Background: an optimization exercise with open tools, aiming at small area, a short achievable clock period and few clock cycles per item. Do not read the settings as production practice.
No functional check of the RTL was part of any run shown here.

## flow/design.v (module list and top-level ports; edited modules follow where they fit)
// module cordic_vec_top: 3821 lines
module cordic_vec_top (
    input  logic clk,
    input  logic rst_n,
    input  logic in_valid,
    output logic in_ready,
    input  logic signed [15:0] x_start,
    input  logic signed [15:0] y_start,
    output logic out_valid,
    input  logic out_ready,
    output logic signed [15:0] mag,
    output logic signed [31:0] theta
);
  // ...
==> flow/flow/run.sh <==
#!/bin/bash
# Own flow: the standard synthesis and layout (standard.sh), but with the
# post-synthesis / post-CTS / post-route repair_timing aiming at a larger
# setup margin (the clock period and all constraints stay the design's).
set -euo pipefail
MARGIN=$(cat flow/margin.txt)
bash standard.sh synth > synth.log 2>&1
# same make command as standard.sh, with SETUP_SLACK_MARGIN raised
CMD=$(grep '^make ' standard.sh | sed -e 's/"\${@:-finish}"//' -e "s/SETUP_SLACK_MARGIN=[^ ]*//")
eval "$CMD SETUP_SLACK_MARGIN=$MARGIN finish" > layout.log 2>&1
RES=$(ls -d orfs/results/*/cordic_vec_top/base)
: # left out here: write the final layout as DEF
==> flow/flow/margin.txt <==
5.9
==> flow/standard.sh <==
#!/bin/bash
# synth_recipe.tcl (not shown) runs the flow's synth.tcl, then flattens the netlist and writes it again
# the make line also repeats each setting of config.mk as NAME=value (left out here)
make -C /OpenROAD-flow-scripts/flow DESIGN_CONFIG=/design/flow/config.mk WORK_HOME=/design/flow/orfs CLKGATE_MAP_FILE= SYNTH_SCRIPT=/design/flow/synth_recipe.tcl "${@:-finish}"
==> flow/config.mk <==
export PLATFORM = sky130hd
export DESIGN_NAME = cordic_vec_top
export DESIGN_NICKNAME = cordic_vec_top
export VERILOG_FILES = /design/flow/design.v
export SDC_FILE = /design/flow/constraint.sdc
export NUM_CORES = 4
export LEC_CHECK = 0
export ABC_CLOCK_PERIOD_IN_PS = 2000
export CAP_MARGIN = 20
export CORE_MARGIN = 2
export CORE_UTILIZATION = 40
export CTS_CLUSTER_DIAMETER = 90
export CTS_CLUSTER_SIZE = 25
export SETUP_SLACK_MARGIN = 5
export SLEW_MARGIN = 20
==> flow/constraint.sdc <==
create_clock -name core_clock -period 9.0 [get_ports {clk}]
set_input_delay 1.8000 -clock core_clock [delete_from_list [all_inputs] [get_ports {clk}]]
set_output_delay 1.8000 -clock core_clock [all_outputs]
set_load 0.01 [all_outputs]
==> out/results.ini, run 1 <==
[yosys]
avgSynthCellArea_um2=12.72
synth_commonest_cells=686 x edfxtp_1, 346 x ha_1, 309 x xnor2_1
synth_top_family_by_area=adder cells
synthAdderAreaFrac=0.1712
synth-xor-area-share=0.1160

[place]
gp_congestion=0.8229
place_ws_ns=4.410
post-dp-hpwl_mm=54.50
place_inst=4803

[global_route]
antenna_found_initial=0
overflow=0

[outcome]
outcome=timing/DRC/antenna clean

[hold_path]
whs_endpoint=s9_d[6]$_DFFE_PN_

[layout]
diodes=0
n_all_inverters=236
layout_commonest_cell=edfxtp_1

[critical_path]
crit_chain=buf_12 > xor2_2 > ha_1 > and2_1 > a2111oi_4 > o21ai_2 > a31oi_4 > o21ai_2 > o21a_1 > o21a_1 > o21a_1 > ha_1 > xor2_1
critical_path.max_stage_delay_ns=0.44

[sta]
period_share=0.3720

[clock_tree]
clk_path_buf_depth=3
clk_latency_ns=0.62
cts-root-buf=clkbuf_16

[detailed_routing]
wl_mm=77.12

[die]
die_h_um=331.4

==> inputs of run 2 (changes only) <==
--- a/flow/design.v
+++ b/flow/design.v
@@ -491,74 +491,121 @@
     wire xa_1w_28 = s1_x[13] & (s1_y[14] ^ d_1);
     wire xa_1w_29 = xa_1w_2 | (xa_1w_1 & d_1);
-    wire xa_1w_30 = xa_1w_6 | (xa_1w_5 & xa_1w_4);
-    wire xa_1w_31 = xa_1w_5 & xa_1w_3;
-    wire xa_1w_32 = xa_1w_10 | (xa_1w_9 & xa_1w_8);
-    wire xa_1w_33 = xa_1w_9 & xa_1w_7;
-    wire xa_1w_34 = xa_1w_14 | (xa_1w_13 & xa_1w_12);
-    wire xa_1w_35 = xa_1w_13 & xa_1w_11;
-    wire xa_1w_36 = xa_1w_18 | (xa_1w_17 & xa_1w_16);
-    wire xa_1w_37 = xa_1w_17 & xa_1w_15;
-    wire xa_1w_38 = xa_1w_22 | (xa_1w_21 & xa_1w_20);
-    wire xa_1w_39 = xa_1w_21 & xa_1w_19;
-    wire xa_1w_40 = xa_1w_26 | (xa_1w_25 & xa_1w_24);
-    wire xa_1w_41 = xa_1w_25 & xa_1w_23;
-    wire xa_1w_42 = s1_x[14] & xa_1w_28;
-    wire xa_1w_43 = s1_x[14] & xa_1w_27;
-    wire xa_1w_44 = s1_x[16] & s1_x[15];
-    wire xa_1w_45 = xa_1w_4 | (xa_1w_3 & xa_1w_29);
-    wire xa_1w_46 = xa_1w_30 | (xa_1w_31 & xa_1w_29);
-    wire xa_1w_47 = xa_1w_12 | (xa_1w_11 & xa_1w_32);
-    wire xa_1w_48 = xa_1w_11 & xa_1w_33;
-    wire xa_1w_49 = xa_1w_34 | (xa_1w_35 & xa_1w_32);
-    wire xa_1w_50 = xa_1w_35 & xa_1w_33;
-    wire xa_1w_51 = xa_1w_20 | (xa_1w_19 & xa_1w_36);
-    wire xa_1w_52 = xa_1w_19 & xa_1w_37;
-    wire xa_1w_53 = xa_1w_38 | (xa_1w_39 & xa_1w_36);
-    wire xa_1w_54 = xa_1w_39 & xa_1w_37;
-    wire xa_1w_55 = xa_1w_28 | (xa_1w_27 & xa_1w_40);
-    wire xa_1w_56 = xa_1w_27 & xa_1w_41;
-    wire xa_1w_57 = xa_1w_42 | (xa_1w_43 & xa_1w_40);
-    wire xa_1w_58 = xa_1w_43 & xa_1w_41;
-    wire xa_1w_59 = xa_1w_8 | (xa_1w_7 & xa_1w_46);
-    wire xa_1w_60 = xa_1w_32 | (xa_1w_33 & xa_1w_46);
-    wire xa_1w_61 = xa_1w_47 | (xa_1w_48 & xa_1w_46);
-    wire xa_1w_62 = xa_1w_49 | (xa_1w_50 & xa_1w_46);
-    wire xa_1w_63 = xa_1w_24 | (xa_1w_23 & xa_1w_53);
-    wire xa_1w_64 = xa_1w_23 & xa_1w_54;
-    wire xa_1w_65 = xa_1w_40 | (xa_1w_41 & xa_1w_53);
-    wire xa_1w_66 = xa_1w_41 & xa_1w_54;
-    wire xa_1w_67 = xa_1w_55 | (xa_1w_56 & xa_1w_53);
-    wire xa_1w_68 = xa_1w_56 & xa_1w_54;
-    wire xa_1w_69 = xa_1w_57 | (xa_1w_58 & xa_1w_53);
-    wire xa_1w_70 = xa_1w_58 & xa_1w_54;
-    wire xa_1w_71 = xa_1w_16 | (xa_1w_15 & xa_1w_62);
-    wire xa_1w_72 = xa_1w_36 | (xa_1w_37 & xa_1w_62);
-    wire xa_1w_73 = xa_1w_51 | (xa_1w_52 & xa_1w_62);
-    wire xa_1w_74 = xa_1w_53 | (xa_1w_54 & xa_1w_62);
-    wire xa_1w_75 = xa_1w_63 | (xa_1w_64 & xa_1w_62);
-    wire xa_1w_76 = xa_1w_65 | (xa_1w_66 & xa_1w_62);
-    wire xa_1w_77 = xa_1w_67 | (xa_1w_68 & xa_1w_62);
-    wire xa_1w_78 = xa_1w_69 | (xa_1w_70 & xa_1w_62);
-    wire xa_1w_79 = s1_x[15] & xa_1w_78;
-    wire xa_1w_80 = xa_1w_44 & xa_1w_78;
-    wire xa_1w_81 = xa_1w_1 ^ d_1;
-    wire xa_1w_82 = xa_1w_3 ^ xa_1w_29;
-    wire xa_1w_83 = xa_1w_5 ^ xa_1w_45;
-    wire xa_1w_84 = xa_1w_7 ^ xa_1w_46;
-    wire xa_1w_85 = xa_1w_9 ^ xa_1w_59;
-    wire xa_1w_86 = xa_1w_11 ^ xa_1w_60;
-    wire xa_1w_87 = xa_1w_13 ^ xa_1w_61;
-    wire xa_1w_88 = xa_1w_15 ^ xa_1w_62;
-    wire xa_1w_89 = xa_1w_17 ^ xa_1w_71;
-    wire xa_1w_90 = xa_1w_19 ^ xa_1w_72;
-    wire xa_1w_91 = xa_1w_21 ^ xa_1w_73;
-    wire xa_1w_92 = xa_1w_23 ^ xa_1w_74;
-    wire xa_1w_93 = xa_1w_25 ^ xa_1w_75;
-    wire xa_1w_94 = xa_1w_27 ^ xa_1w_76;
-    wire xa_1w_95 = s1_x[14] ^ xa_1w_77;
-    wire xa_1w_96 = s1_x[15] ^ xa_1w_78;
-    wire xa_1w_97 = s1_x[16] ^ xa_1w_79;
+    wire xa_1w_30 = xa_1w_4 | (xa_1w_3 & xa_1w_2);
+    wire xa_1w_31 = xa_1w_3 & xa_1w_1;
+    wire xa_1w_32 = xa_1w_6 | (xa_1w_5 & xa_1w_4);
+    wire xa_1w_33 = xa_1w_5 & xa_1w_3;
+    wire xa_1w_34 = xa_1w_8 | (xa_1w_7 & xa_1w_6);
+    wire xa_1w_35 = xa_1w_7 & xa_1w_5;
+    wire xa_1w_36 = xa_1w_10 | (xa_1w_9 & xa_1w_8);
+    wire xa_1w_37 = xa_1w_9 & xa_1w_7;
+    wire xa_1w_38 = xa_1w_12 | (xa_1w_11 & xa_1w_10);
+    wire xa_1w_39 = xa_1w_11 & xa_1w_9;
+    wire xa_1w_40 = xa_1w_14 | (xa_1w_13 & xa_1w_12);
+    wire xa_1w_41 = xa_1w_13 & xa_1w_11;
+    wire xa_1w_42 = xa_1w_16 | (xa_1w_15 & xa_1w_14);
+    wire xa_1w_43 = xa_1w_15 & xa_1w_13;
+    wire xa_1w_44 = xa_1w_18 | (xa_1w_17 & xa_1w_16);
+    wire xa_1w_45 = xa_1w_17 & xa_1w_15;
+    wire xa_1w_46 = xa_1w_20 | (xa_1w_19 & xa_1w_18);
+    wire xa_1w_47 = xa_1w_19 & xa_1w_17;
+    wire xa_1w_48 = xa_1w_22 | (xa_1w_21 & xa_1w_20);
+    wire xa_1w_49 = xa_1w_21 & xa_1w_19;
+    wire xa_1w_50 = xa_1w_24 | (xa_1w_23 & xa_1w_22);
+    wire xa_1w_51 = xa_1w_23 & xa_1w_21;
+    wire xa_1w_52 = xa_1w_26 | (xa_1w_25 & xa_1w_24);
+    wire xa_1w_53 = xa_1w_25 & xa_1w_23;
+    wire xa_1w_54 = xa_1w_28 | (xa_1w_27 & xa_1w_26);
+    wire xa_1w_55 = xa_1w_27 & xa_1w_25;
+    wire xa_1w_56 = s1_x[14] & xa_1w_28;
+    wire xa_1w_57 = s1_x[14] & xa_1w_27;
+    wire xa_1w_58 = s1_x[15] & s1_x[14];
+    wire xa_1w_59 = s1_x[16] & s1_x[15];
+    wire xa_1w_60 = xa_1w_30 | (xa_1w_31 & d_1);
+    wire xa_1w_61 = xa_1w_32 | (xa_1w_33 & xa_1w_29);
+    wire xa_1w_62 = xa_1w_34 | (xa_1w_35 & xa_1w_30);
+    wire xa_1w_63 = xa_1w_35 & xa_1w_31;
+    wire xa_1w_64 = xa_1w_36 | (xa_1w_37 & xa_1w_32);
+    wire xa_1w_65 = xa_1w_37 & xa_1w_33;
+    wire xa_1w_66 = xa_1w_38 | (xa_1w_39 & xa_1w_34);
+    wire xa_1w_67 = xa_1w_39 & xa_1w_35;
+    wire xa_1w_68 = xa_1w_40 | (xa_1w_41 & xa_1w_36);
+    wire xa_1w_69 = xa_1w_41 & xa_1w_37;
+    wire xa_1w_70 = xa_1w_42 | (xa_1w_43 & xa_1w_38);
+    wire xa_1w_71 = xa_1w_43 & xa_1w_39;
+    wire xa_1w_72 = xa_1w_44 | (xa_1w_45 & xa_1w_40);
+    wire xa_1w_73 = xa_1w_45 & xa_1w_41;
+    wire xa_1w_74 = xa_1w_46 | (xa_1w_47 & xa_1w_42);
+    wire xa_1w_75 = xa_1w_47 & xa_1w_43;
+    wire xa_1w_76 = xa_1w_48 | (xa_1w_49 & xa_1w_44);
+    wire xa_1w_77 = xa_1w_49 & xa_1w_45;
+    wire xa_1w_78 = xa_1w_50 | (xa_1w_51 & xa_1w_46);
+    wire xa_1w_79 = xa_1w_51 & xa_1w_47;
+    wire xa_1w_80 = xa_1w_52 | (xa_1w_53 & xa_1w_48);
+    wire xa_1w_81 = xa_1w_53 & xa_1w_49;
+    wire xa_1w_82 = xa_1w_54 | (xa_1w_55 & xa_1w_50);
+    wire xa_1w_83 = xa_1w_55 & xa_1w_51;
+    wire xa_1w_84 = xa_1w_56 | (xa_1w_57 & xa_1w_52);
+    wire xa_1w_85 = xa_1w_57 & xa_1w_53;
+    wire xa_1w_86 = xa_1w_58 & xa_1w_54;
+    wire xa_1w_87 = xa_1w_58 & xa_1w_55;
+    wire xa_1w_88 = xa_1w_59 & xa_1w_56;
+    wire xa_1w_89 = xa_1w_59 & xa_1w_57;
+    wire xa_1w_90 = xa_1w_62 | (xa_1w_63 & d_1);
+    wire xa_1w_91 = xa_1w_64 | (xa_1w_65 & xa_1w_29);
+    wire xa_1w_92 = xa_1w_66 | (xa_1w_67 & xa_1w_60);
+    wire xa_1w_93 = xa_1w_68 | (xa_1w_69 & xa_1w_61);
+    wire xa_1w_94 = xa_1w_70 | (xa_1w_71 & xa_1w_62);
+    wire xa_1w_95 = xa_1w_71 & xa_1w_63;
+    wire xa_1w_96 = xa_1w_72 | (xa_1w_73 & xa_1w_64);
+    wire xa_1w_97 = xa_1w_73 & xa_1w_65;
+    wire xa_1w_98 = xa_1w_74 | (xa_1w_75 & xa_1w_66);
+    wire xa_1w_99 = xa_1w_75 & xa_1w_67;
+    wire xa_1w_100 = xa_1w_76 | (xa_1w_77 & xa_1w_68);
+    wire xa_1w_101 = xa_1w_77 & xa_1w_69;
+    wire xa_1w_102 = xa_1w_78 | (xa_1w_79 & xa_1w_70);
+    wire xa_1w_103 = xa_1w_79 & xa_1w_71;
+    wire xa_1w_104 = xa_1w_80 | (xa_1w_81 & xa_1w_72);
+    wire xa_1w_105 = xa_1w_81 & xa_1w_73;
+    wire xa_1w_106 = xa_1w_82 | (xa_1w_83 & xa_1w_74);
+    wire xa_1w_107 = xa_1w_83 & xa_1w_75;
+    wire xa_1w_108 = xa_1w_84 | (xa_1w_85 & xa_1w_76);
+    wire xa_1w_109 = xa_1w_85 & xa_1w_77;
+    wire xa_1w_110 = xa_1w_86 | (xa_1w_87 & xa_1w_78);
+    wire xa_1w_111 = xa_1w_87 & xa_1w_79;
+    wire xa_1w_112 = xa_1w_88 | (xa_1w_89 & xa_1w_80);
+    wire xa_1w_113 = xa_1w_89 & xa_1w_81;
+    wire xa_1w_114 = xa_1w_94 | (xa_1w_95 & d_1);
+    wire xa_1w_115 = xa_1w_96 | (xa_1w_97 & xa_1w_29);
+    wire xa_1w_116 = xa_1w_98 | (xa_1w_99 & xa_1w_60);
+    wire xa_1w_117 = xa_1w_100 | (xa_1w_101 & xa_1w_61);
+    wire xa_1w_118 = xa_1w_102 | (xa_1w_103 & xa_1w_90);
+    wire xa_1w_119 = xa_1w_104 | (xa_1w_105 & xa_1w_91);
+    wire xa_1w_120 = xa_1w_106 | (xa_1w_107 & xa_1w_92);
+    wire xa_1w_121 = xa_1w_108 | (xa_1w_109 & xa_1w_93);
+    wire xa_1w_122 = xa_1w_110 | (xa_1w_111 & xa_1w_94);
+    wire xa_1w_123 = xa_1w_111 & xa_1w_95;
+    wire xa_1w_124 = xa_1w_112 | (xa_1w_113 & xa_1w_96);
+    wire xa_1w_125 = xa_1w_113 & xa_1w_97;
+    wire xa_1w_126 = xa_1w_122 | (xa_1w_123 & d_1);
+    wire xa_1w_127 = xa_1w_124 | (xa_1w_125 & xa_1w_29);
+    wire xa_1w_128 = xa_1w_1 ^ d_1;
+    wire xa_1w_129 = xa_1w_3 ^ xa_1w_29;
+    wire xa_1w_130 = xa_1w_5 ^ xa_1w_60;
+    wire xa_1w_131 = xa_1w_7 ^ xa_1w_61;
+    wire xa_1w_132 = xa_1w_9 ^ xa_1w_90;
+    wire xa_1w_133 = xa_1w_11 ^ xa_1w_91;
+    wire xa_1w_134 = xa_1w_13 ^ xa_1w_92;
+    wire xa_1w_135 = xa_1w_15 ^ xa_1w_93;
+    wire xa_1w_136 = xa_1w_17 ^ xa_1w_114;
+    wire xa_1w_137 = xa_1w_19 ^ xa_1w_115;
+    wire xa_1w_138 = xa_1w_21 ^ xa_1w_116;
+    wire xa_1w_139 = xa_1w_23 ^ xa_1w_117;
+    wire xa_1w_140 = xa_1w_25 ^ xa_1w_118;
+    wire xa_1w_141 = xa_1w_27 ^ xa_1w_119;
+    wire xa_1w_142 = s1_x[14] ^ xa_1w_120;
+    wire xa_1w_143 = s1_x[15] ^ xa_1w_121;
+    wire xa_1w_144 = s1_x[16] ^ xa_1w_126;
     logic [16:0] xa_1;
-    assign xa_1 = {xa_1w_97, xa_1w_96, xa_1w_95, xa_1w_94, xa_1w_93, xa_1w_92, xa_1w_91, xa_1w_90, xa_1w_89, xa_1w_88, xa_1w_87, xa_1w_86, xa_1w_85, xa_1w_84, xa_1w_83, xa_1w_82, xa_1w_81};
+    assign xa_1 = {xa_1w_144, xa_1w_143, xa_1w_142, xa_1w_141, xa_1w_140, xa_1w_139, xa_1w_138, xa_1w_137, xa_1w_136, xa_1w_135, xa_1w_134, xa_1w_133, xa_1w_132, xa_1w_131, xa_1w_130, xa_1w_129, xa_1w_128};
     assign x_2 = xa_1;
     wire ya_1w_1 = s1_y[0] ^ ~(s1_x[1] ^ d_1);
@@ -595,71 +642,113 @@
     wire ya_1w_32 = s1_y[15] & ~(s1_x[16] ^ d_1);
     wire ya_1w_33 = ya_1w_2 | (ya_1w_1 & ~d_1);
-    wire ya_1w_34 = ya_1w_6 | (ya_1w_5 & ya_1w_4);
-    wire ya_1w_35 = ya_1w_5 & ya_1w_3;
-    wire ya_1w_36 = ya_1w_10 | (ya_1w_9 & ya_1w_8);
-    wire ya_1w_37 = ya_1w_9 & ya_1w_7;
-    wire ya_1w_38 = ya_1w_14 | (ya_1w_13 & ya_1w_12);
-    wire ya_1w_39 = ya_1w_13 & ya_1w_11;
-    wire ya_1w_40 = ya_1w_18 | (ya_1w_17 & ya_1w_16);
-    wire ya_1w_41 = ya_1w_17 & ya_1w_15;
-    wire ya_1w_42 = ya_1w_22 | (ya_1w_21 & ya_1w_20);
-    wire ya_1w_43 = ya_1w_21 & ya_1w_19;
-    wire ya_1w_44 = ya_1w_26 | (ya_1w_25 & ya_1w_24);
-    wire ya_1w_45 = ya_1w_25 & ya_1w_23;
-    wire ya_1w_46 = ya_1w_30 | (ya_1w_29 & ya_1w_28);
-    wire ya_1w_47 = ya_1w_29 & ya_1w_27;
-    wire ya_1w_48 = ya_1w_4 | (ya_1w_3 & ya_1w_33);
-    wire ya_1w_49 = ya_1w_34 | (ya_1w_35 & ya_1w_33);
-    wire ya_1w_50 = ya_1w_12 | (ya_1w_11 & ya_1w_36);
-    wire ya_1w_51 = ya_1w_11 & ya_1w_37;
-    wire ya_1w_52 = ya_1w_38 | (ya_1w_39 & ya_1w_36);
-    wire ya_1w_53 = ya_1w_39 & ya_1w_37;
-    wire ya_1w_54 = ya_1w_20 | (ya_1w_19 & ya_1w_40);
-    wire ya_1w_55 = ya_1w_19 & ya_1w_41;
-    wire ya_1w_56 = ya_1w_42 | (ya_1w_43 & ya_1w_40);
-    wire ya_1w_57 = ya_1w_43 & ya_1w_41;
-    wire ya_1w_58 = ya_1w_28 | (ya_1w_27 & ya_1w_44);
-    wire ya_1w_59 = ya_1w_27 & ya_1w_45;
-    wire ya_1w_60 = ya_1w_46 | (ya_1w_47 & ya_1w_44);
-    wire ya_1w_61 = ya_1w_47 & ya_1w_45;
-    wire ya_1w_62 = ya_1w_8 | (ya_1w_7 & ya_1w_49);
-    wire ya_1w_63 = ya_1w_36 | (ya_1w_37 & ya_1w_49);
-    wire ya_1w_64 = ya_1w_50 | (ya_1w_51 & ya_1w_49);
-    wire ya_1w_65 = ya_1w_52 | (ya_1w_53 & ya_1w_49);
-    wire ya_1w_66 = ya_1w_24 | (ya_1w_23 & ya_1w_56);
-    wire ya_1w_67 = ya_1w_23 & ya_1w_57;
-    wire ya_1w_68 = ya_1w_44 | (ya_1w_45 & ya_1w_56);
-    wire ya_1w_69 = ya_1w_45 & ya_1w_57;
-    wire ya_1w_70 = ya_1w_58 | (ya_1w_59 & ya_1w_56);
-    wire ya_1w_71 = ya_1w_59 & ya_1w_57;
-    wire ya_1w_72 = ya_1w_60 | (ya_1w_61 & ya_1w_56);
-    wire ya_1w_73 = ya_1w_61 & ya_1w_57;
-    wire ya_1w_74 = ya_1w_16 | (ya_1w_15 & ya_1w_65);
-    wire ya_1w_75 = ya_1w_40 | (ya_1w_41 & ya_1w_65);
-    wire ya_1w_76 = ya_1w_54 | (ya_1w_55 & ya_1w_65);
-    wire ya_1w_77 = ya_1w_56 | (ya_1w_57 & ya_1w_65);
-    wire ya_1w_78 = ya_1w_66 | (ya_1w_67 & ya_1w_65);
-    wire ya_1w_79 = ya_1w_68 | (ya_1w_69 & ya_1w_65);
-    wire ya_1w_80 = ya_1w_70 | (ya_1w_71 & ya_1w_65);
-    wire ya_1w_81 = ya_1w_72 | (ya_1w_73 & ya_1w_65);
-    wire ya_1w_82 = ya_1w_32 | (ya_1w_31 & ya_1w_81);
-    wire ya_1w_83 = ya_1w_1 ^ ~d_1;
-    wire ya_1w_84 = ya_1w_3 ^ ya_1w_33;
-    wire ya_1w_85 = ya_1w_5 ^ ya_1w_48;
-    wire ya_1w_86 = ya_1w_7 ^ ya_1w_49;
-    wire ya_1w_87 = ya_1w_9 ^ ya_1w_62;
-    wire ya_1w_88 = ya_1w_11 ^ ya_1w_63;
-    wire ya_1w_89 = ya_1w_13 ^ ya_1w_64;
-    wire ya_1w_90 = ya_1w_15 ^ ya_1w_65;
-    wire ya_1w_91 = ya_1w_17 ^ ya_1w_74;
-    wire ya_1w_92 = ya_1w_19 ^ ya_1w_75;
-    wire ya_1w_93 = ya_1w_21 ^ ya_1w_76;
-    wire ya_1w_94 = ya_1w_23 ^ ya_1w_77;
-    wire ya_1w_95 = ya_1w_25 ^ ya_1w_78;
-    wire ya_1w_96 = ya_1w_27 ^ ya_1w_79;
-    wire ya_1w_97 = ya_1w_29 ^ ya_1w_80;
-    wire ya_1w_98 = ya_1w_31 ^ ya_1w_81;
+    wire ya_1w_34 = ya_1w_4 | (ya_1w_3 & ya_1w_2);
+    wire ya_1w_35 = ya_1w_3 & ya_1w_1;
+    wire ya_1w_36 = ya_1w_6 | (ya_1w_5 & ya_1w_4);
+    wire ya_1w_37 = ya_1w_5 & ya_1w_3;
+    wire ya_1w_38 = ya_1w_8 | (ya_1w_7 & ya_1w_6);
+    wire ya_1w_39 = ya_1w_7 & ya_1w_5;
+    wire ya_1w_40 = ya_1w_10 | (ya_1w_9 & ya_1w_8);
+    wire ya_1w_41 = ya_1w_9 & ya_1w_7;
+    wire ya_1w_42 = ya_1w_12 | (ya_1w_11 & ya_1w_10);
+    wire ya_1w_43 = ya_1w_11 & ya_1w_9;
+    wire ya_1w_44 = ya_1w_14 | (ya_1w_13 & ya_1w_12);
+    wire ya_1w_45 = ya_1w_13 & ya_1w_11;
+    wire ya_1w_46 = ya_1w_16 | (ya_1w_15 & ya_1w_14);
+    wire ya_1w_47 = ya_1w_15 & ya_1w_13;
+    wire ya_1w_48 = ya_1w_18 | (ya_1w_17 & ya_1w_16);
+    wire ya_1w_49 = ya_1w_17 & ya_1w_15;
+    wire ya_1w_50 = ya_1w_20 | (ya_1w_19 & ya_1w_18);
+    wire ya_1w_51 = ya_1w_19 & ya_1w_17;
+    wire ya_1w_52 = ya_1w_22 | (ya_1w_21 & ya_1w_20);
+    wire ya_1w_53 = ya_1w_21 & ya_1w_19;
+    wire ya_1w_54 = ya_1w_24 | (ya_1w_23 & ya_1w_22);
+    wire ya_1w_55 = ya_1w_23 & ya_1w_21;
+    wire ya_1w_56 = ya_1w_26 | (ya_1w_25 & ya_1w_24);
+    wire ya_1w_57 = ya_1w_25 & ya_1w_23;
+    wire ya_1w_58 = ya_1w_28 | (ya_1w_27 & ya_1w_26);
+    wire ya_1w_59 = ya_1w_27 & ya_1w_25;
+    wire ya_1w_60 = ya_1w_30 | (ya_1w_29 & ya_1w_28);
+    wire ya_1w_61 = ya_1w_29 & ya_1w_27;
+    wire ya_1w_62 = ya_1w_32 | (ya_1w_31 & ya_1w_30);
+    wire ya_1w_63 = ya_1w_31 & ya_1w_29;
+    wire ya_1w_64 = ya_1w_34 | (ya_1w_35 & ~d_1);
+    wire ya_1w_65 = ya_1w_36 | (ya_1w_37 & ya_1w_33);
+    wire ya_1w_66 = ya_1w_38 | (ya_1w_39 & ya_1w_34);
+    wire ya_1w_67 = ya_1w_39 & ya_1w_35;
+    wire ya_1w_68 = ya_1w_40 | (ya_1w_41 & ya_1w_36);
+    wire ya_1w_69 = ya_1w_41 & ya_1w_37;
+    wire ya_1w_70 = ya_1w_42 | (ya_1w_43 & ya_1w_38);
+    wire ya_1w_71 = ya_1w_43 & ya_1w_39;
+    wire ya_1w_72 = ya_1w_44 | (ya_1w_45 & ya_1w_40);
+    wire ya_1w_73 = ya_1w_45 & ya_1w_41;
+    wire ya_1w_74 = ya_1w_46 | (ya_1w_47 & ya_1w_42);
+    wire ya_1w_75 = ya_1w_47 & ya_1w_43;
+    wire ya_1w_76 = ya_1w_48 | (ya_1w_49 & ya_1w_44);
+    wire ya_1w_77 = ya_1w_49 & ya_1w_45;
+    wire ya_1w_78 = ya_1w_50 | (ya_1w_51 & ya_1w_46);
+    wire ya_1w_79 = ya_1w_51 & ya_1w_47;
+    wire ya_1w_80 = ya_1w_52 | (ya_1w_53 & ya_1w_48);
+    wire ya_1w_81 = ya_1w_53 & ya_1w_49;
+    wire ya_1w_82 = ya_1w_54 | (ya_1w_55 & ya_1w_50);
+    wire ya_1w_83 = ya_1w_55 & ya_1w_51;
+    wire ya_1w_84 = ya_1w_56 | (ya_1w_57 & ya_1w_52);
+    wire ya_1w_85 = ya_1w_57 & ya_1w_53;
+    wire ya_1w_86 = ya_1w_58 | (ya_1w_59 & ya_1w_54);
+    wire ya_1w_87 = ya_1w_59 & ya_1w_55;
+    wire ya_1w_88 = ya_1w_60 | (ya_1w_61 & ya_1w_56);
+    wire ya_1w_89 = ya_1w_61 & ya_1w_57;
+    wire ya_1w_90 = ya_1w_62 | (ya_1w_63 & ya_1w_58);
+    wire ya_1w_91 = ya_1w_63 & ya_1w_59;
+    wire ya_1w_92 = ya_1w_66 | (ya_1w_67 & ~d_1);
+    wire ya_1w_93 = ya_1w_68 | (ya_1w_69 & ya_1w_33);
+    wire ya_1w_94 = ya_1w_70 | (ya_1w_71 & ya_1w_64);
+    wire ya_1w_95 = ya_1w_72 | (ya_1w_73 & ya_1w_65);
+    wire ya_1w_96 = ya_1w_74 | (ya_1w_75 & ya_1w_66);
+    wire ya_1w_97 = ya_1w_75 & ya_1w_67;
+    wire ya_1w_98 = ya_1w_76 | (ya_1w_77 & ya_1w_68);
+    wire ya_1w_99 = ya_1w_77 & ya_1w_69;
+    wire ya_1w_100 = ya_1w_78 | (ya_1w_79 & ya_1w_70);
+    wire ya_1w_101 = ya_1w_79 & ya_1w_71;
+    wire ya_1w_102 = ya_1w_80 | (ya_1w_81 & ya_1w_72);
+    wire ya_1w_103 = ya_1w_81 & ya_1w_73;
+    wire ya_1w_104 = ya_1w_82 | (ya_1w_83 & ya_1w_74);
+    wire ya_1w_105 = ya_1w_83 & ya_1w_75;
+    wire ya_1w_106 = ya_1w_84 | (ya_1w_85 & ya_1w_76);
+    wire ya_1w_107 = ya_1w_85 & ya_1w_77;
+    wire ya_1w_108 = ya_1w_86 | (ya_1w_87 & ya_1w_78);
+    wire ya_1w_109 = ya_1w_87 & ya_1w_79;
+    wire ya_1w_110 = ya_1w_88 | (ya_1w_89 & ya_1w_80);
+    wire ya_1w_111 = ya_1w_89 & ya_1w_81;
+    wire ya_1w_112 = ya_1w_90 | (ya_1w_91 & ya_1w_82);
+    wire ya_1w_113 = ya_1w_91 & ya_1w_83;
+    wire ya_1w_114 = ya_1w_96 | (ya_1w_97 & ~d_1);
+    wire ya_1w_115 = ya_1w_98 | (ya_1w_99 & ya_1w_33);
+    wire ya_1w_116 = ya_1w_100 | (ya_1w_101 & ya_1w_64);
+    wire ya_1w_117 = ya_1w_102 | (ya_1w_103 & ya_1w_65);
+    wire ya_1w_118 = ya_1w_104 | (ya_1w_105 & ya_1w_92);
+    wire ya_1w_119 = ya_1w_106 | (ya_1w_107 & ya_1w_93);
+    wire ya_1w_120 = ya_1w_108 | (ya_1w_109 & ya_1w_94);
+    wire ya_1w_121 = ya_1w_110 | (ya_1w_111 & ya_1w_95);
+    wire ya_1w_122 = ya_1w_112 | (ya_1w_113 & ya_1w_96);
+    wire ya_1w_123 = ya_1w_113 & ya_1w_97;
+    wire ya_1w_124 = ya_1w_122 | (ya_1w_123 & ~d_1);
+    wire ya_1w_125 = ya_1w_1 ^ ~d_1;
+    wire ya_1w_126 = ya_1w_3 ^ ya_1w_33;
+    wire ya_1w_127 = ya_1w_5 ^ ya_1w_64;
+    wire ya_1w_128 = ya_1w_7 ^ ya_1w_65;
+    wire ya_1w_129 = ya_1w_9 ^ ya_1w_92;
+    wire ya_1w_130 = ya_1w_11 ^ ya_1w_93;
+    wire ya_1w_131 = ya_1w_13 ^ ya_1w_94;
+    wire ya_1w_132 = ya_1w_15 ^ ya_1w_95;
+    wire ya_1w_133 = ya_1w_17 ^ ya_1w_114;
+    wire ya_1w_134 = ya_1w_19 ^ ya_1w_115;
+    wire ya_1w_135 = ya_1w_21 ^ ya_1w_116;
+    wire ya_1w_136 = ya_1w_23 ^ ya_1w_117;
+    wire ya_1w_137 = ya_1w_25 ^ ya_1w_118;
+    wire ya_1w_138 = ya_1w_27 ^ ya_1w_119;
+    wire ya_1w_139 = ya_1w_29 ^ ya_1w_120;
+    wire ya_1w_140 = ya_1w_31 ^ ya_1w_121;
     logic [15:0] ya_1;
-    assign ya_1 = {ya_1w_98, ya_1w_97, ya_1w_96, ya_1w_95, ya_1w_94, ya_1w_93, ya_1w_92, ya_1w_91, ya_1w_90, ya_1w_89, ya_1w_88, ya_1w_87, ya_1w_86, ya_1w_85, ya_1w_84, ya_1w_83};
+    assign ya_1 = {ya_1w_140, ya_1w_139, ya_1w_138, ya_1w_137, ya_1w_136, ya_1w_135, ya_1w_134, ya_1w_133, ya_1w_132, ya_1w_131, ya_1w_130, ya_1w_129, ya_1w_128, ya_1w_127, ya_1w_126, ya_1w_125};
     logic [15:0] y_2;
     assign y_2 = ya_1;
@@ -700,73 +789,119 @@
     wire xa_2w_26 = s2_x[12] & (s2_y[14] ^ d_2);
     wire xa_2w_27 = xa_2w_2 | (xa_2w_1 & d_2);
-    wire xa_2w_28 = xa_2w_6 | (xa_2w_5 & xa_2w_4);
-    wire xa_2w_29 = xa_2w_5 & xa_2w_3;
-    wire xa_2w_30 = xa_2w_10 | (xa_2w_9 & xa_2w_8);
-    wire xa_2w_31 = xa_2w_9 & xa_2w_7;
-    wire xa_2w_32 = xa_2w_14 | (xa_2w_13 & xa_2w_12);
-    wire xa_2w_33 = xa_2w_13 & xa_2w_11;
-    wire xa_2w_34 = xa_2w_18 | (xa_2w_17 & xa_2w_16);
-    wire xa_2w_35 = xa_2w_17 & xa_2w_15;
-    wire xa_2w_36 = xa_2w_22 | (xa_2w_21 & xa_2w_20);
-    wire xa_2w_37 = xa_2w_21 & xa_2w_19;
-    wire xa_2w_38 = xa_2w_26 | (xa_2w_25 & xa_2w_24);
-    wire xa_2w_39 = xa_2w_25 & xa_2w_23;
-    wire xa_2w_40 = s2_x[14] & s2_x[13];
-    wire xa_2w_41 = s2_x[16] & s2_x[15];
-    wire xa_2w_42 = xa_2w_4 | (xa_2w_3 & xa_2w_27);
-    wire xa_2w_43 = xa_2w_28 | (xa_2w_29 & xa_2w_27);
-    wire xa_2w_44 = xa_2w_12 | (xa_2w_11 & xa_2w_30);
-    wire xa_2w_45 = xa_2w_11 & xa_2w_31;
-    wire xa_2w_46 = xa_2w_32 | (xa_2w_33 & xa_2w_30);
-    wire xa_2w_47 = xa_2w_33 & xa_2w_31;
-    wire xa_2w_48 = xa_2w_20 | (xa_2w_19 & xa_2w_34);
-    wire xa_2w_49 = xa_2w_19 & xa_2w_35;
-    wire xa_2w_50 = xa_2w_36 | (xa_2w_37 & xa_2w_34);
-    wire xa_2w_51 = xa_2w_37 & xa_2w_35;
-    wire xa_2w_52 = s2_x[13] & xa_2w_38;
-    wire xa_2w_53 = s2_x[13] & xa_2w_39;
-    wire xa_2w_54 = xa_2w_40 & xa_2w_38;
-    wire xa_2w_55 = xa_2w_40 & xa_2w_39;
-    wire xa_2w_56 = xa_2w_8 | (xa_2w_7 & xa_2w_43);
-    wire xa_2w_57 = xa_2w_30 | (xa_2w_31 & xa_2w_43);
-    wire xa_2w_58 = xa_2w_44 | (xa_2w_45 & xa_2w_43);
-    wire xa_2w_59 = xa_2w_46 | (xa_2w_47 & xa_2w_43);
-    wire xa_2w_60 = xa_2w_24 | (xa_2w_23 & xa_2w_50);
-    wire xa_2w_61 = xa_2w_23 & xa_2w_51;
-    wire xa_2w_62 = xa_2w_38 | (xa_2w_39 & xa_2w_50);
-    wire xa_2w_63 = xa_2w_39 & xa_2w_51;
-    wire xa_2w_64 = xa_2w_52 | (xa_2w_53 & xa_2w_50);
-    wire xa_2w_65 = xa_2w_53 & xa_2w_51;
-    wire xa_2w_66 = xa_2w_54 | (xa_2w_55 & xa_2w_50);
-    wire xa_2w_67 = xa_2w_55 & xa_2w_51;
-    wire xa_2w_68 = xa_2w_16 | (xa_2w_15 & xa_2w_59);
-    wire xa_2w_69 = xa_2w_34 | (xa_2w_35 & xa_2w_59);
-    wire xa_2w_70 = xa_2w_48 | (xa_2w_49 & xa_2w_59);
-    wire xa_2w_71 = xa_2w_50 | (xa_2w_51 & xa_2w_59);
-    wire xa_2w_72 = xa_2w_60 | (xa_2w_61 & xa_2w_59);
-    wire xa_2w_73 = xa_2w_62 | (xa_2w_63 & xa_2w_59);
-    wire xa_2w_74 = xa_2w_64 | (xa_2w_65 & xa_2w_59);
-    wire xa_2w_75 = xa_2w_66 | (xa_2w_67 & xa_2w_59);
-    wire xa_2w_76 = s2_x[15] & xa_2w_75;
-    wire xa_2w_77 = xa_2w_41 & xa_2w_75;
-    wire xa_2w_78 = xa_2w_1 ^ d_2;
-    wire xa_2w_79 = xa_2w_3 ^ xa_2w_27;
-    wire xa_2w_80 = xa_2w_5 ^ xa_2w_42;
-    wire xa_2w_81 = xa_2w_7 ^ xa_2w_43;
-    wire xa_2w_82 = xa_2w_9 ^ xa_2w_56;
-    wire xa_2w_83 = xa_2w_11 ^ xa_2w_57;
-    wire xa_2w_84 = xa_2w_13 ^ xa_2w_58;
-    wire xa_2w_85 = xa_2w_15 ^ xa_2w_59;
-    wire xa_2w_86 = xa_2w_17 ^ xa_2w_68;
-    wire xa_2w_87 = xa_2w_19 ^ xa_2w_69;
-    wire xa_2w_88 = xa_2w_21 ^ xa_2w_70;
-    wire xa_2w_89 = xa_2w_23 ^ xa_2w_71;
-    wire xa_2w_90 = xa_2w_25 ^ xa_2w_72;
-    wire xa_2w_91 = s2_x[13] ^ xa_2w_73;
-    wire xa_2w_92 = s2_x[14] ^ xa_2w_74;
-    wire xa_2w_93 = s2_x[15] ^ xa_2w_75;
-    wire xa_2w_94 = s2_x[16] ^ xa_2w_76;
+    wire xa_2w_28 = xa_2w_4 | (xa_2w_3 & xa_2w_2);
+    wire xa_2w_29 = xa_2w_3 & xa_2w_1;
+    wire xa_2w_30 = xa_2w_6 | (xa_2w_5 & xa_2w_4);
+    wire xa_2w_31 = xa_2w_5 & xa_2w_3;
+    wire xa_2w_32 = xa_2w_8 | (xa_2w_7 & xa_2w_6);
+    wire xa_2w_33 = xa_2w_7 & xa_2w_5;
+    wire xa_2w_34 = xa_2w_10 | (xa_2w_9 & xa_2w_8);
+    wire xa_2w_35 = xa_2w_9 & xa_2w_7;
+    wire xa_2w_36 = xa_2w_12 | (xa_2w_11 & xa_2w_10);
+    wire xa_2w_37 = xa_2w_11 & xa_2w_9;
+    wire xa_2w_38 = xa_2w_14 | (xa_2w_13 & xa_2w_12);
+    wire xa_2w_39 = xa_2w_13 & xa_2w_11;
+    wire xa_2w_40 = xa_2w_16 | (xa_2w_15 & xa_2w_14);
+    wire xa_2w_41 = xa_2w_15 & xa_2w_13;
+    wire xa_2w_42 = xa_2w_18 | (xa_2w_17 & xa_2w_16);
+    wire xa_2w_43 = xa_2w_17 & xa_2w_15;
+    wire xa_2w_44 = xa_2w_20 | (xa_2w_19 & xa_2w_18);
+    wire xa_2w_45 = xa_2w_19 & xa_2w_17;
+    wire xa_2w_46 = xa_2w_22 | (xa_2w_21 & xa_2w_20);
+    wire xa_2w_47 = xa_2w_21 & xa_2w_19;
+    wire xa_2w_48 = xa_2w_24 | (xa_2w_23 & xa_2w_22);
+    wire xa_2w_49 = xa_2w_23 & xa_2w_21;
+    wire xa_2w_50 = xa_2w_26 | (xa_2w_25 & xa_2w_24);
+    wire xa_2w_51 = xa_2w_25 & xa_2w_23;
+    wire xa_2w_52 = s2_x[13] & xa_2w_26;
+    wire xa_2w_53 = s2_x[13] & xa_2w_25;
+    wire xa_2w_54 = s2_x[14] & s2_x[13];
+    wire xa_2w_55 = s2_x[15] & s2_x[14];
+    wire xa_2w_56 = s2_x[16] & s2_x[15];
+    wire xa_2w_57 = xa_2w_28 | (xa_2w_29 & d_2);
+    wire xa_2w_58 = xa_2w_30 | (xa_2w_31 & xa_2w_27);
+    wire xa_2w_59 = xa_2w_32 | (xa_2w_33 & xa_2w_28);
+    wire xa_2w_60 = xa_2w_33 & xa_2w_29;
+    wire xa_2w_61 = xa_2w_34 | (xa_2w_35 & xa_2w_30);
+    wire xa_2w_62 = xa_2w_35 & xa_2w_31;
+    wire xa_2w_63 = xa_2w_36 | (xa_2w_37 & xa_2w_32);
+    wire xa_2w_64 = xa_2w_37 & xa_2w_33;
+    wire xa_2w_65 = xa_2w_38 | (xa_2w_39 & xa_2w_34);
+    wire xa_2w_66 = xa_2w_39 & xa_2w_35;
+    wire xa_2w_67 = xa_2w_40 | (xa_2w_41 & xa_2w_36);
+    wire xa_2w_68 = xa_2w_41 & xa_2w_37;
+    wire xa_2w_69 = xa_2w_42 | (xa_2w_43 & xa_2w_38);
+    wire xa_2w_70 = xa_2w_43 & xa_2w_39;
+    wire xa_2w_71 = xa_2w_44 | (xa_2w_45 & xa_2w_40);
+    wire xa_2w_72 = xa_2w_45 & xa_2w_41;
+    wire xa_2w_73 = xa_2w_46 | (xa_2w_47 & xa_2w_42);
+    wire xa_2w_74 = xa_2w_47 & xa_2w_43;
+    wire xa_2w_75 = xa_2w_48 | (xa_2w_49 & xa_2w_44);
+    wire xa_2w_76 = xa_2w_49 & xa_2w_45;
+    wire xa_2w_77 = xa_2w_50 | (xa_2w_51 & xa_2w_46);
+    wire xa_2w_78 = xa_2w_51 & xa_2w_47;
+    wire xa_2w_79 = xa_2w_52 | (xa_2w_53 & xa_2w_48);
+    wire xa_2w_80 = xa_2w_53 & xa_2w_49;
+    wire xa_2w_81 = xa_2w_54 & xa_2w_50;
+    wire xa_2w_82 = xa_2w_54 & xa_2w_51;
+    wire xa_2w_83 = xa_2w_55 & xa_2w_52;
+    wire xa_2w_84 = xa_2w_55 & xa_2w_53;
+    wire xa_2w_85 = xa_2w_56 & xa_2w_54;
+    wire xa_2w_86 = xa_2w_59 | (xa_2w_60 & d_2);
+    wire xa_2w_87 = xa_2w_61 | (xa_2w_62 & xa_2w_27);
+    wire xa_2w_88 = xa_2w_63 | (xa_2w_64 & xa_2w_57);
+    wire xa_2w_89 = xa_2w_65 | (xa_2w_66 & xa_2w_58);
+    wire xa_2w_90 = xa_2w_67 | (xa_2w_68 & xa_2w_59);
+    wire xa_2w_91 = xa_2w_68 & xa_2w_60;
+    wire xa_2w_92 = xa_2w_69 | (xa_2w_70 & xa_2w_61);
+    wire xa_2w_93 = xa_2w_70 & xa_2w_62;
+    wire xa_2w_94 = xa_2w_71 | (xa_2w_72 & xa_2w_63);
+    wire xa_2w_95 = xa_2w_72 & xa_2w_64;
+    wire xa_2w_96 = xa_2w_73 | (xa_2w_74 & xa_2w_65);
+    wire xa_2w_97 = xa_2w_74 & xa_2w_66;
+    wire xa_2w_98 = xa_2w_75 | (xa_2w_76 & xa_2w_67);
+    wire xa_2w_99 = xa_2w_76 & xa_2w_68;
+    wire xa_2w_100 = xa_2w_77 | (xa_2w_78 & xa_2w_69);
+    wire xa_2w_101 = xa_2w_78 & xa_2w_70;
+    wire xa_2w_102 = xa_2w_79 | (xa_2w_80 & xa_2w_71);
+    wire xa_2w_103 = xa_2w_80 & xa_2w_72;
+    wire xa_2w_104 = xa_2w_81 | (xa_2w_82 & xa_2w_73);
+    wire xa_2w_105 = xa_2w_82 & xa_2w_74;
+    wire xa_2w_106 = xa_2w_83 | (xa_2w_84 & xa_2w_75);
+    wire xa_2w_107 = xa_2w_84 & xa_2w_76;
+    wire xa_2w_108 = xa_2w_85 & xa_2w_77;
+    wire xa_2w_109 = xa_2w_85 & xa_2w_78;
+    wire xa_2w_110 = xa_2w_90 | (xa_2w_91 & d_2);
+    wire xa_2w_111 = xa_2w_92 | (xa_2w_93 & xa_2w_27);
+    wire xa_2w_112 = xa_2w_94 | (xa_2w_95 & xa_2w_57);
+    wire xa_2w_113 = xa_2w_96 | (xa_2w_97 & xa_2w_58);
+    wire xa_2w_114 = xa_2w_98 | (xa_2w_99 & xa_2w_86);
+    wire xa_2w_115 = xa_2w_100 | (xa_2w_101 & xa_2w_87);
+    wire xa_2w_116 = xa_2w_102 | (xa_2w_103 & xa_2w_88);
+    wire xa_2w_117 = xa_2w_104 | (xa_2w_105 & xa_2w_89);
+    wire xa_2w_118 = xa_2w_106 | (xa_2w_107 & xa_2w_90);
+    wire xa_2w_119 = xa_2w_107 & xa_2w_91;
+    wire xa_2w_120 = xa_2w_108 | (xa_2w_109 & xa_2w_92);
+    wire xa_2w_121 = xa_2w_109 & xa_2w_93;
+    wire xa_2w_122 = xa_2w_118 | (xa_2w_119 & d_2);
+    wire xa_2w_123 = xa_2w_120 | (xa_2w_121 & xa_2w_27);
+    wire xa_2w_124 = xa_2w_1 ^ d_2;
+    wire xa_2w_125 = xa_2w_3 ^ xa_2w_27;
+    wire xa_2w_126 = xa_2w_5 ^ xa_2w_57;
+    wire xa_2w_127 = xa_2w_7 ^ xa_2w_58;
+    wire xa_2w_128 = xa_2w_9 ^ xa_2w_86;
+    wire xa_2w_129 = xa_2w_11 ^ xa_2w_87;
+    wire xa_2w_130 = xa_2w_13 ^ xa_2w_88;
+    wire xa_2w_131 = xa_2w_15 ^ xa_2w_89;
+    wire xa_2w_132 = xa_2w_17 ^ xa_2w_110;
+    wire xa_2w_133 = xa_2w_19 ^ xa_2w_111;
+    wire xa_2w_134 = xa_2w_21 ^ xa_2w_112;
+    wire xa_2w_135 = xa_2w_23 ^ xa_2w_113;
+    wire xa_2w_136 = xa_2w_25 ^ xa_2w_114;
+    wire xa_2w_137 = s2_x[13] ^ xa_2w_115;
+    wire xa_2w_138 = s2_x[14] ^ xa_2w_116;
+    wire xa_2w_139 = s2_x[15] ^ xa_2w_117;
+    wire xa_2w_140 = s2_x[16] ^ xa_2w_122;
     logic [16:0] xa_2;
-    assign xa_2 = {xa_2w_94, xa_2w_93, xa_2w_92, xa_2w_91, xa_2w_90, xa_2w_89, xa_2w_88, xa_2w_87, xa_2w_86, xa_2w_85, xa_2w_84, xa_2w_83, xa_2w_82, xa_2w_81, xa_2w_80, xa_2w_79, xa_2w_78};
+    assign xa_2 = {xa_2w_140, xa_2w_139, xa_2w_138, xa_2w_137, xa_2w_136, xa_2w_135, xa_2w_134, xa_2w_133, xa_2w_132, xa_2w_131, xa_2w_130, xa_2w_129, xa_2w_128, xa_2w_127, xa_2w_126, xa_2w_125, xa_2w_124};
     assign x_3 = xa_2;
     wire ya_2w_1 = s2_y[0] ^ ~(s2_x[2] ^ d_2);
@@ -801,69 +936,103 @@
     wire ya_2w_30 = s2_y[14] & ~(s2_x[16] ^ d_2);
     wire ya_2w_31 = ya_2w_2 | (ya_2w_1 & ~d_2);
-    wire ya_2w_32 = ya_2w_6 | (ya_2w_5 & ya_2w_4);
-    wire ya_2w_33 = ya_2w_5 & ya_2w_3;
-    wire ya_2w_34 = ya_2w_10 | (ya_2w_9 & ya_2w_8);
-    wire ya_2w_35 = ya_2w_9 & ya_2w_7;
-    wire ya_2w_36 = ya_2w_14 | (ya_2w_13 & ya_2w_12);
-    wire ya_2w_37 = ya_2w_13 & ya_2w_11;
-    wire ya_2w_38 = ya_2w_18 | (ya_2w_17 & ya_2w_16);
-    wire ya_2w_39 = ya_2w_17 & ya_2w_15;
-    wire ya_2w_40 = ya_2w_22 | (ya_2w_21 & ya_2w_20);
-    wire ya_2w_41 = ya_2w_21 & ya_2w_19;
-    wire ya_2w_42 = ya_2w_26 | (ya_2w_25 & ya_2w_24);
-    wire ya_2w_43 = ya_2w_25 & ya_2w_23;
-    wire ya_2w_44 = ya_2w_30 | (ya_2w_29 & ya_2w_28);
-    wire ya_2w_45 = ya_2w_29 & ya_2w_27;
-    wire ya_2w_46 = ya_2w_4 | (ya_2w_3 & ya_2w_31);
-    wire ya_2w_47 = ya_2w_32 | (ya_2w_33 & ya_2w_31);
-    wire ya_2w_48 = ya_2w_12 | (ya_2w_11 & ya_2w_34);
-    wire ya_2w_49 = ya_2w_11 & ya_2w_35;
-    wire ya_2w_50 = ya_2w_36 | (ya_2w_37 & ya_2w_34);
-    wire ya_2w_51 = ya_2w_37 & ya_2w_35;
-    wire ya_2w_52 = ya_2w_20 | (ya_2w_19 & ya_2w_38);
-    wire ya_2w_53 = ya_2w_19 & ya_2w_39;
-    wire ya_2w_54 = ya_2w_40 | (ya_2w_41 & ya_2w_38);
-    wire ya_2w_55 = ya_2w_41 & ya_2w_39;
-    wire ya_2w_56 = ya_2w_28 | (ya_2w_27 & ya_2w_42);
-    wire ya_2w_57 = ya_2w_27 & ya_2w_43;
-    wire ya_2w_58 = ya_2w_44 | (ya_2w_45 & ya_2w_42);
-    wire ya_2w_59 = ya_2w_45 & ya_2w_43;
-    wire ya_2w_60 = ya_2w_8 | (ya_2w_7 & ya_2w_47);
-    wire ya_2w_61 = ya_2w_34 | (ya_2w_35 & ya_2w_47);
-    wire ya_2w_62 = ya_2w_48 | (ya_2w_49 & ya_2w_47);
-    wire ya_2w_63 = ya_2w_50 | (ya_2w_51 & ya_2w_47);
-    wire ya_2w_64 = ya_2w_24 | (ya_2w_23 & ya_2w_54);
-    wire ya_2w_65 = ya_2w_23 & ya_2w_55;
-    wire ya_2w_66 = ya_2w_42 | (ya_2w_43 & ya_2w_54);
-    wire ya_2w_67 = ya_2w_43 & ya_2w_55;
-    wire ya_2w_68 = ya_2w_56 | (ya_2w_57 & ya_2w_54);
-    wire ya_2w_69 = ya_2w_57 & ya_2w_55;
-    wire ya_2w_70 = ya_2w_58 | (ya_2w_59 & ya_2w_54);
-    wire ya_2w_71 = ya_2w_59 & ya_2w_55;
-    wire ya_2w_72 = ya_2w_16 | (ya_2w_15 & ya_2w_63);
-    wire ya_2w_73 = ya_2w_38 | (ya_2w_39 & ya_2w_63);
-    wire ya_2w_74 = ya_2w_52 | (ya_2w_53 & ya_2w_63);
-    wire ya_2w_75 = ya_2w_54 | (ya_2w_55 & ya_2w_63);
-    wire ya_2w_76 = ya_2w_64 | (ya_2w_65 & ya_2w_63);
-    wire ya_2w_77 = ya_2w_66 | (ya_2w_67 & ya_2w_63);
-    wire ya_2w_78 = ya_2w_68 | (ya_2w_69 & ya_2w_63);
-    wire ya_2w_79 = ya_2w_70 | (ya_2w_71 & ya_2w_63);
-    wire ya_2w_80 = ya_2w_1 ^ ~d_2;
-    wire ya_2w_81 = ya_2w_3 ^ ya_2w_31;
-    wire ya_2w_82 = ya_2w_5 ^ ya_2w_46;
-    wire ya_2w_83 = ya_2w_7 ^ ya_2w_47;
-    wire ya_2w_84 = ya_2w_9 ^ ya_2w_60;
-    wire ya_2w_85 = ya_2w_11 ^ ya_2w_61;
-    wire ya_2w_86 = ya_2w_13 ^ ya_2w_62;
-    wire ya_2w_87 = ya_2w_15 ^ ya_2w_63;
-    wire ya_2w_88 = ya_2w_17 ^ ya_2w_72;
-    wire ya_2w_89 = ya_2w_19 ^ ya_2w_73;
-    wire ya_2w_90 = ya_2w_21 ^ ya_2w_74;
-    wire ya_2w_91 = ya_2w_23 ^ ya_2w_75;
-    wire ya_2w_92 = ya_2w_25 ^ ya_2w_76;
-    wire ya_2w_93 = ya_2w_27 ^ ya_2w_77;
-    wire ya_2w_94 = ya_2w_29 ^ ya_2w_78;
+    wire ya_2w_32 = ya_2w_4 | (ya_2w_3 & ya_2w_2);
+    wire ya_2w_33 = ya_2w_3 & ya_2w_1;
+    wire ya_2w_34 = ya_2w_6 | (ya_2w_5 & ya_2w_4);
+    wire ya_2w_35 = ya_2w_5 & ya_2w_3;
+    wire ya_2w_36 = ya_2w_8 | (ya_2w_7 & ya_2w_6);
+    wire ya_2w_37 = ya_2w_7 & ya_2w_5;
+    wire ya_2w_38 = ya_2w_10 | (ya_2w_9 & ya_2w_8);
+    wire ya_2w_39 = ya_2w_9 & ya_2w_7;
+    wire ya_2w_40 = ya_2w_12 | (ya_2w_11 & ya_2w_10);
+    wire ya_2w_41 = ya_2w_11 & ya_2w_9;
+    wire ya_2w_42 = ya_2w_14 | (ya_2w_13 & ya_2w_12);
+    wire ya_2w_43 = ya_2w_13 & ya_2w_11;
+    wire ya_2w_44 = ya_2w_16 | (ya_2w_15 & ya_2w_14);
+    wire ya_2w_45 = ya_2w_15 & ya_2w_13;
+    wire ya_2w_46 = ya_2w_18 | (ya_2w_17 & ya_2w_16);
+    wire ya_2w_47 = ya_2w_17 & ya_2w_15;
+    wire ya_2w_48 = ya_2w_20 | (ya_2w_19 & ya_2w_18);
+    wire ya_2w_49 = ya_2w_19 & ya_2w_17;
+    wire ya_2w_50 = ya_2w_22 | (ya_2w_21 & ya_2w_20);
+    wire ya_2w_51 = ya_2w_21 & ya_2w_19;
+    wire ya_2w_52 = ya_2w_24 | (ya_2w_23 & ya_2w_22);
+    wire ya_2w_53 = ya_2w_23 & ya_2w_21;
+    wire ya_2w_54 = ya_2w_26 | (ya_2w_25 & ya_2w_24);
+    wire ya_2w_55 = ya_2w_25 & ya_2w_23;
+    wire ya_2w_56 = ya_2w_28 | (ya_2w_27 & ya_2w_26);
+    wire ya_2w_57 = ya_2w_27 & ya_2w_25;
+    wire ya_2w_58 = ya_2w_30 | (ya_2w_29 & ya_2w_28);
+    wire ya_2w_59 = ya_2w_29 & ya_2w_27;
+    wire ya_2w_60 = ya_2w_32 | (ya_2w_33 & ~d_2);
+    wire ya_2w_61 = ya_2w_34 | (ya_2w_35 & ya_2w_31);
+    wire ya_2w_62 = ya_2w_36 | (ya_2w_37 & ya_2w_32);
+    wire ya_2w_63 = ya_2w_37 & ya_2w_33;
+    wire ya_2w_64 = ya_2w_38 | (ya_2w_39 & ya_2w_34);
+    wire ya_2w_65 = ya_2w_39 & ya_2w_35;
+    wire ya_2w_66 = ya_2w_40 | (ya_2w_41 & ya_2w_36);
+    wire ya_2w_67 = ya_2w_41 & ya_2w_37;
+    wire ya_2w_68 = ya_2w_42 | (ya_2w_43 & ya_2w_38);
+    wire ya_2w_69 = ya_2w_43 & ya_2w_39;
+    wire ya_2w_70 = ya_2w_44 | (ya_2w_45 & ya_2w_40);
+    wire ya_2w_71 = ya_2w_45 & ya_2w_41;
+    wire ya_2w_72 = ya_2w_46 | (ya_2w_47 & ya_2w_42);
+    wire ya_2w_73 = ya_2w_47 & ya_2w_43;
+    wire ya_2w_74 = ya_2w_48 | (ya_2w_49 & ya_2w_44);
+    wire ya_2w_75 = ya_2w_49 & ya_2w_45;
+    wire ya_2w_76 = ya_2w_50 | (ya_2w_51 & ya_2w_46);
+    wire ya_2w_77 = ya_2w_51 & ya_2w_47;
+    wire ya_2w_78 = ya_2w_52 | (ya_2w_53 & ya_2w_48);
+    wire ya_2w_79 = ya_2w_53 & ya_2w_49;
+    wire ya_2w_80 = ya_2w_54 | (ya_2w_55 & ya_2w_50);
+    wire ya_2w_81 = ya_2w_55 & ya_2w_51;
+    wire ya_2w_82 = ya_2w_56 | (ya_2w_57 & ya_2w_52);
+    wire ya_2w_83 = ya_2w_57 & ya_2w_53;
+    wire ya_2w_84 = ya_2w_58 | (ya_2w_59 & ya_2w_54);
+    wire ya_2w_85 = ya_2w_59 & ya_2w_55;
+    wire ya_2w_86 = ya_2w_62 | (ya_2w_63 & ~d_2);
+    wire ya_2w_87 = ya_2w_64 | (ya_2w_65 & ya_2w_31);
+    wire ya_2w_88 = ya_2w_66 | (ya_2w_67 & ya_2w_60);
+    wire ya_2w_89 = ya_2w_68 | (ya_2w_69 & ya_2w_61);
+    wire ya_2w_90 = ya_2w_70 | (ya_2w_71 & ya_2w_62);
+    wire ya_2w_91 = ya_2w_71 & ya_2w_63;
+    wire ya_2w_92 = ya_2w_72 | (ya_2w_73 & ya_2w_64);
+    wire ya_2w_93 = ya_2w_73 & ya_2w_65;
+    wire ya_2w_94 = ya_2w_74 | (ya_2w_75 & ya_2w_66);
+    wire ya_2w_95 = ya_2w_75 & ya_2w_67;
+    wire ya_2w_96 = ya_2w_76 | (ya_2w_77 & ya_2w_68);
+    wire ya_2w_97 = ya_2w_77 & ya_2w_69;
+    wire ya_2w_98 = ya_2w_78 | (ya_2w_79 & ya_2w_70);
+    wire ya_2w_99 = ya_2w_79 & ya_2w_71;
+    wire ya_2w_100 = ya_2w_80 | (ya_2w_81 & ya_2w_72);
+    wire ya_2w_101 = ya_2w_81 & ya_2w_73;
+    wire ya_2w_102 = ya_2w_82 | (ya_2w_83 & ya_2w_74);
+    wire ya_2w_103 = ya_2w_83 & ya_2w_75;
+    wire ya_2w_104 = ya_2w_84 | (ya_2w_85 & ya_2w_76);
+    wire ya_2w_105 = ya_2w_85 & ya_2w_77;
+    wire ya_2w_106 = ya_2w_90 | (ya_2w_91 & ~d_2);
+    wire ya_2w_107 = ya_2w_92 | (ya_2w_93 & ya_2w_31);
+    wire ya_2w_108 = ya_2w_94 | (ya_2w_95 & ya_2w_60);
+    wire ya_2w_109 = ya_2w_96 | (ya_2w_97 & ya_2w_61);
+    wire ya_2w_110 = ya_2w_98 | (ya_2w_99 & ya_2w_86);
+    wire ya_2w_111 = ya_2w_100 | (ya_2w_101 & ya_2w_87);
+    wire ya_2w_112 = ya_2w_102 | (ya_2w_103 & ya_2w_88);
+    wire ya_2w_113 = ya_2w_104 | (ya_2w_105 & ya_2w_89);
+    wire ya_2w_114 = ya_2w_1 ^ ~d_2;
+    wire ya_2w_115 = ya_2w_3 ^ ya_2w_31;
+    wire ya_2w_116 = ya_2w_5 ^ ya_2w_60;
+    wire ya_2w_117 = ya_2w_7 ^ ya_2w_61;
+    wire ya_2w_118 = ya_2w_9 ^ ya_2w_86;
+    wire ya_2w_119 = ya_2w_11 ^ ya_2w_87;
+    wire ya_2w_120 = ya_2w_13 ^ ya_2w_88;
+    wire ya_2w_121 = ya_2w_15 ^ ya_2w_89;
+    wire ya_2w_122 = ya_2w_17 ^ ya_2w_106;
+    wire ya_2w_123 = ya_2w_19 ^ ya_2w_107;
+    wire ya_2w_124 = ya_2w_21 ^ ya_2w_108;
+    wire ya_2w_125 = ya_2w_23 ^ ya_2w_109;
+    wire ya_2w_126 = ya_2w_25 ^ ya_2w_110;
+    wire ya_2w_127 = ya_2w_27 ^ ya_2w_111;
+    wire ya_2w_128 = ya_2w_29 ^ ya_2w_112;
     logic [14:0] ya_2;
-    assign ya_2 = {ya_2w_94, ya_2w_93, ya_2w_92, ya_2w_91, ya_2w_90, ya_2w_89, ya_2w_88, ya_2w_87, ya_2w_86, ya_2w_85, ya_2w_84, ya_2w_83, ya_2w_82, ya_2w_81, ya_2w_80};
+    assign ya_2 = {ya_2w_128, ya_2w_127, ya_2w_126, ya_2w_125, ya_2w_124, ya_2w_123, ya_2w_122, ya_2w_121, ya_2w_120, ya_2w_119, ya_2w_118, ya_2w_117, ya_2w_116, ya_2w_115, ya_2w_114};
     logic [14:0] y_3;
     assign y_3 = ya_2;
==> run 2 against run 1 <==
First-iteration DRC count up 9.6%. Global-route usage is 0.20 points higher. Register-to-register slack better by 0.03 ns. Cell area is 0.23% lower.
==> out/results.ini, run 2 <==
[outcome]
outcome=timing/DRC/antenna clean

[yosys]
ys_ff_latch=753
synth_nets=4036
synth_top_area_frac=0.4727
synth-async-reset-ratio=0.02523
synth_area_leaders=edfxtp_1 47%, ha_1 10%, xnor2_1 7.3%
synth_area_um2=43580
seq_area_frac_synth=0.5057
synthFlopType=edfxtp_1
yosys_warnings=1
avgSynthCellArea_um2=12.40  ; -2.5%
synth_commonest_cells=686 x edfxtp_1, 365 x xnor2_1, 348 x ha_1
synth-edff-count=686
yosysUniqueCellTypes=81
netlist_instances=3514
synth.most_common_cell=edfxtp_1
synth_largest_area_cell=edfxtp_1

[global_route]
antenna_found_initial=0  ; unchanged
overflow=0  ; unchanged
grt_pass1_vias=24860
grt_max_degree=188
grt_first_pass_wirelength_mm=126.8
track_usage=0.1393

[die]
ios=86
die_h_um=334.1  ; +0.80%
num_rows=121
die_w_um=334.1
start_util=0.4020
dieArea_um2=111600
coreArea_um2=108400

[critical_path]
crit_buf_inv=1
crit_top_cell=or4_4
slowest_stage=edfxtp_1
r2r_start=s3_y[14]$_DFFE_PN_
required_ns=9.40
critical_path.max_stage_delay_ns=0.44  ; about the same
worstSetupEndpointType=flip-flop
startpoint_type=flip-flop
critPathKind=reg2reg
crit_arrival_ns=3.71
crit_family=simple AND/OR/NAND/NOR gates
ff2ff_setup_slack_ns=5.69
crit_fanout=8
timing.rr.end=s4_x[16]$_DFFE_PN_
ff2ff_path_depth=13
crit_chain=buf_12 > xor2_2 > ha_1 > and3_4 > a2111oi_4 > or4_4 > nand3_4 > or4_4 > nand4_1 > nor2_2 > and2_4 > ha_4 > xor2_1

[detailed_routing]
vias=25410
wl_mm=79.25  ; +2.8%
routed_via_density=4.936
first_iter_violations=1382
detail-route-antenna-nets=0
routedWlPerCell_um=15.39
firstDrtPassIters=5
drcViolationCount=0

[clock_tree]
clk_latency_ns=0.65  ; +0.03 ns
path_clk_slew_ns=0.10
cts_buffers=42
cts-root-buf=clkbuf_16
cts.sinks=753
cts_tree=yes
cts_max_level=2
clk_path_buf_depth=3  ; unchanged
hold_buffers=0

[layout]
fin_nets=4224
layout_commonest_cell=edfxtp_1
reg_top3=k_theta (32), o_theta (32), s15_zu (31)
diodes=0  ; unchanged
area_growth_pct=12.87
layout-drive-gt1-share=0.1221
final_util=0.4538
layout_common_cells=686 x edfxtp_1, 357 x xnor2_1, 335 x ha_1

[sta]
final.setup.worst_slack_ns=5.685
slew_violations=0
rsz0062_at_grt=true
hold_violations=0
max_slew_margin=0.2113
setup_violations=0
fin_skew_ns=0.03946
period_share=0.3683  ; -0.003703
fmax_mhz=301.7
post-route-min-period_ns=3.315
fin_tns_setup_ns=0
worst_pin_slew_ns=1.183

[place]
post-dp-hpwl_mm=56.98  ; +4.6%
gp_congestion=0.8377  ; +1.8%
place_ws_ns=4.563  ; +0.1536 ns
portBuffers=85

[job]
max_cap_violations=0

[hold_path]
hold_class=reg2reg
min_path_cells=0
whs_endpoint=s12_q[1]$_DFFE_PN_
hold_path.startpoint=s11_q[1]$_DFFE_PN_

run 2: kinds of logic (layout without fill, tap and decap cells):
logic type      after synthesis  after routing  share of synthesized area
fa+ha+maj                   486            486                     0.1633
simple gates                736            736                    0.08160
buf+inv                     297            517                    0.02616
flops                       753            753                     0.5057
xor+xnor                    586            586                     0.1178
compound gates              579            579                    0.08593
mux                          77             77                    0.01955
run 2: worst reg2reg max path, cell delays in order (launching register included):
cell and delay (ns):
edfxtp_1 0.44, buf_12 0.18, xor2_2 0.17, ha_1 0.35
and3_4 0.18, a2111oi_4 0.31, or4_4 0.20, nand3_4 0.09
or4_4 0.43, nand4_1 0.17, nor2_2 0.08, and2_4 0.16
ha_4 0.15, xor2_1 0.16
run 2: through the flow:
stage	instance area (µm²)	hold WS, ns	cells
2_1_floorplan	43720	0.4003	3514
3_3_place_gp	46130	0.4004	4957
3_5_place_dp	46130	0.4045	4957
4_1_cts	48350	0.3892	5095
5_1_grt	49190	0.4087	5148
6_report	49190	0.4071	5148
run 2: area by class of cell:
| class | instances | area [µm²] |
|---|---|---|
| Sequential cell | 753 | 22040 |
| Clock buffer | 52 | 1110 |
| Clock inverter | 24 | 317.8 |
| Inverter | 226 | 879.6 |
| Tap cell | 1414 | 1769 |
| Timing Repair Buffer | 215 | 1857 |
| Fill cell | 9781 | 59210 |
| Multi-Input combinational cell | 2464 | 21210 |
run 2: worst max path at each step:
stage                             startpoint            endpoint  cells after the start
after floorplan                   x_start[7]     s0_d0$_DFFE_PN_                      7
after global placement           x_start[15]   s0_x[9]$_DFFE_PN_                      6
after detailed placement         x_start[15]   s0_x[9]$_DFFE_PN_                      6
after CTS                 s3_y[14]$_DFFE_PN_  s4_x[16]$_DFFE_PN_                     13
after global routing      s3_y[14]$_DFFE_PN_  s4_x[16]$_DFFE_PN_                     13
final                     s3_y[14]$_DFFE_PN_  s4_x[16]$_DFFE_PN_                     13
run 2: per-layer routing:
layer | vias to the layer above | wire (µm) | track usage
li1 | 12930 | - | -
met1 | 12010 | 34820 | 0.1730
met2 | 361 | 39810 | 0.2507
met3 | 110 | 2443 | 0.01942
met4 | 0 | 2182 | 0.04159
met5 | - | 0 | 0
run 2: what timing repair did:
item,CTS,global route
endpoints found under the setup margin,251,138
gates resized for setup,280,119
gates cloned,3,1
pin swaps,26,51
buffers inserted,59,52

[port drivers added, routing unchanged]
The flow's constraints put no driver on any port. The routed layouts listed below were extracted and timed again, unchanged, in two steps. Step 1 assumes that a clkbuf_16 drives the clock port and a buf_2 every other input. Step 2 also shifts input and output timing later by t, the mid clock arrival at the registers, as if the neighbouring blocks saw the same clock. Slacks: ideal ports / drivers / drivers and shift; pairs: ideal ports / drivers.
| run | t, ns | setup WS [ns] | worst setup path at the end | pins driven straight from the clock port |
|---|---|---|---|---|
| run 1 | 0.669 | 5.652 / 5.652 / 5.308 | input to register | 1 |
| run 2 | 0.705 | 5.685 / 5.685 / 5.129 | input to register | 1 |
After both steps setup and hold are still met in every run listed. The setup slack of run 2, which loses most, moves by 0.000 ns with the drivers and by -0.556 ns with both steps.
